This design comes from an exercise in tuning for small area, a short achievable clock period and few clock cycles per item on the open sky130 flow, not from production work.
Only simulation tests tie the RTL to the original design; equivalence was not proved.
Power figures rest on the tool's default switching activity, not on a simulated workload.

the previous run:
==> flow/design.v (excerpt) <==
module multiplier(
    input clk,
    input logic valid_in,
    input logic[31:0] a,
    input logic[31:0] b,
    output logic valid_out,
    output logic[63:0] r
);
clock: 8.0 ns
lec_check: 0
abc_clock_period_in_ps: 3000
cap_margin: 20
core_margin: 2
core_utilization: 60
setup_slack_margin: 2.5
slew_margin: 20
standard.sh (not shown) runs the stock make flow with config.mk's settings and CLKGATE_MAP_FILE= SYNTH_SCRIPT=/design/flow/synth_recipe.tcl, a recipe that flattens the netlist after the stock synthesis.
==> flow/flow/run.sh <==
#!/bin/bash
# The standard layout, with two changes to how it is made:
# - Yosys's generic abc pass in synth's fine stage is skipped (SYNTH_ARGS=-noabc)
#   so that extract_fa maps the RTL's carry-save full adders to adder cells
#   without inverters between them; the final abc mapping is unchanged.
# - every input and output port is still buffered, but with sky130_fd_sc_hd__buf_4
#   instead of the slow delay buffer buffer_ports picks by default.
set -euo pipefail
cd "$(dirname "$0")/.."
bash standard.sh SYNTH_ARGS=-noabc "BUFFER_PORTS_ARGS=-buffer_cell sky130_fd_sc_hd__buf_4" finish > standard_make.log 2>&1
Testbench counts of the previous run, summed over its fixed seeds: cycles 16,000, items 16,000.
The following lists how the current run was set up differently from the previous run:
--- a/flow/design.v
+++ b/flow/design.v
@@ -4414,24 +4414,18 @@
     assign s2201 = p1119 ^ s2079 ^ c2078;
     assign c2202 = (p1119 & s2079) | (p1119 & c2078) | (s2079 & c2078);
     assign s2203 = ns1120 ^ p1152 ^ c2080;
     assign c2204 = (ns1120 & p1152) | (ns1120 & c2080) | (p1152 & c2080);
     assign x = {s2203, c2200, s2199, c2196, c2194, s2193, c2190, c2188, c2186, c2184, s2183, c2180, c2178, c2176, c2174, c2172, c2170, c2168, s2167, c2164, c2162, c2160, c2158, c2156, c2154, c2152, c2150, c2148, c2146, c2144, c2142, c2140, c2138, c2136, c2134, c2132, c2130, c2128, c2126, c2124, c2122, c2120, c2118, c2116, c2114, c2112, c2110, c2108, c2106, c2104, c2102, c2100, c2098, c2096, c2094, c2092, c2090, c2088, c2086, c2084, c2082, p39, p38, neg3};
     assign y = {c2202, s2201, c2198, s2197, s2195, c2192, s2191, s2189, s2187, s2185, c2182, s2181, s2179, s2177, s2175, s2173, s2171, s2169, c2166, s2165, s2163, s2161, s2159, s2157, s2155, s2153, s2151, s2149, s2147, s2145, s2143, s2141, s2139, s2137, s2135, s2133, s2131, s2129, s2127, s2125, s2123, s2121, s2119, s2117, s2115, s2113, s2111, s2109, s2107, s2105, s2103, s2101, s2099, s2097, s2095, s2093, s2091, s2089, s2087, s2085, s2083, s2081, 1'b0, p37};
-    wire [12:0] lo;
-    assign lo = {1'b0, x[11:0]} + {1'b0, y[11:0]};
-    logic [12:0] lr;
-    logic [63:12] xr, yr;
+    logic [63:0] xr, yr;
     logic v;
     always_ff @(posedge clk) begin
         if (valid_in) begin
-            lr <= lo;
-            xr <= x[63:12];
-            yr <= y[63:12];
+            xr <= x;
+            yr <= y;
             v <= 1'b1;
         end
     end
     assign valid_out = v;
-    wire [52:0] hi;
-    assign hi = {xr, lr[12]} + {yr, lr[12]};
-    assign r = {hi[52:1], lr[11:0]};
+    assign r = xr + yr;
 endmodule
## What came out
The current run: no failed stages, no open violations at the end
For the final area, the current run came in 1.5% higher than the previous run did.
Cmp the current run vs the previous run: worst endpoint required time lower in the current run
When the final numbers for the previous run and the current run were put side by side, the met3 global-route usage turned out to be smaller in the previous run.
Total power for the current run is higher than for the previous run.
Compared with the previous run, the current run degrades half-perimeter wire length after detailed placement.
Maximum frequency delta (the current run -> the previous run): insignificant
The lower via count of the previous run and the current run is in the previous run.
The current run vs the previous run, count of placed standard cells including taps went up by 134.
Cmp the previous run and the current run / average via count per standard cell / lower: the current run
In the current run relative to the previous run, flip-flop and latch count had gone up by a little under 10%.
Relative to the previous run, power density over the cells has gone up in the current run.
Higher worst setup slack goes to the previous run over the current run.
Between the previous run and the current run, layout cell share with drive strength beyond 1 decreased.
Testbench counts of the current run, summed over its fixed seeds: cycles 16,000, items 16,000.

## separate check: timing with driven ports
The results above use ideal ports. As a check the final layouts listed here were re-extracted and re-timed, cells and wires unchanged.
Step 1: set_driving_cell puts a clkbuf_16 on clk and a buf_2 on each other input, an assumption about the parent block.
Step 2 times the ports against the registers' clock, not the clock port: input delays grow and output delays shrink by t, the midpoint of the rising clock arrivals with the driver on.
Slacks: ideal ports / drivers / drivers and shift; pairs: ideal ports / drivers.
run | shift t [ns] | setup slack, ns | clock arrival spread, ns | slew at the worst register clock pin (ns)
the previous run | 0.538 | 2.505 / 2.513 / 1.975 | 0.018 / 0.018 | 0.07 / 0.07
the current run | 0.535 | 2.489 / 2.530 / 1.995 | 0.021 / 0.022 | 0.08 / 0.08
After both steps every run listed still meets setup and hold. For the previous run, which loses most, drivers alone change the setup slack by +0.008 ns; drivers and shift together by -0.530 ns.
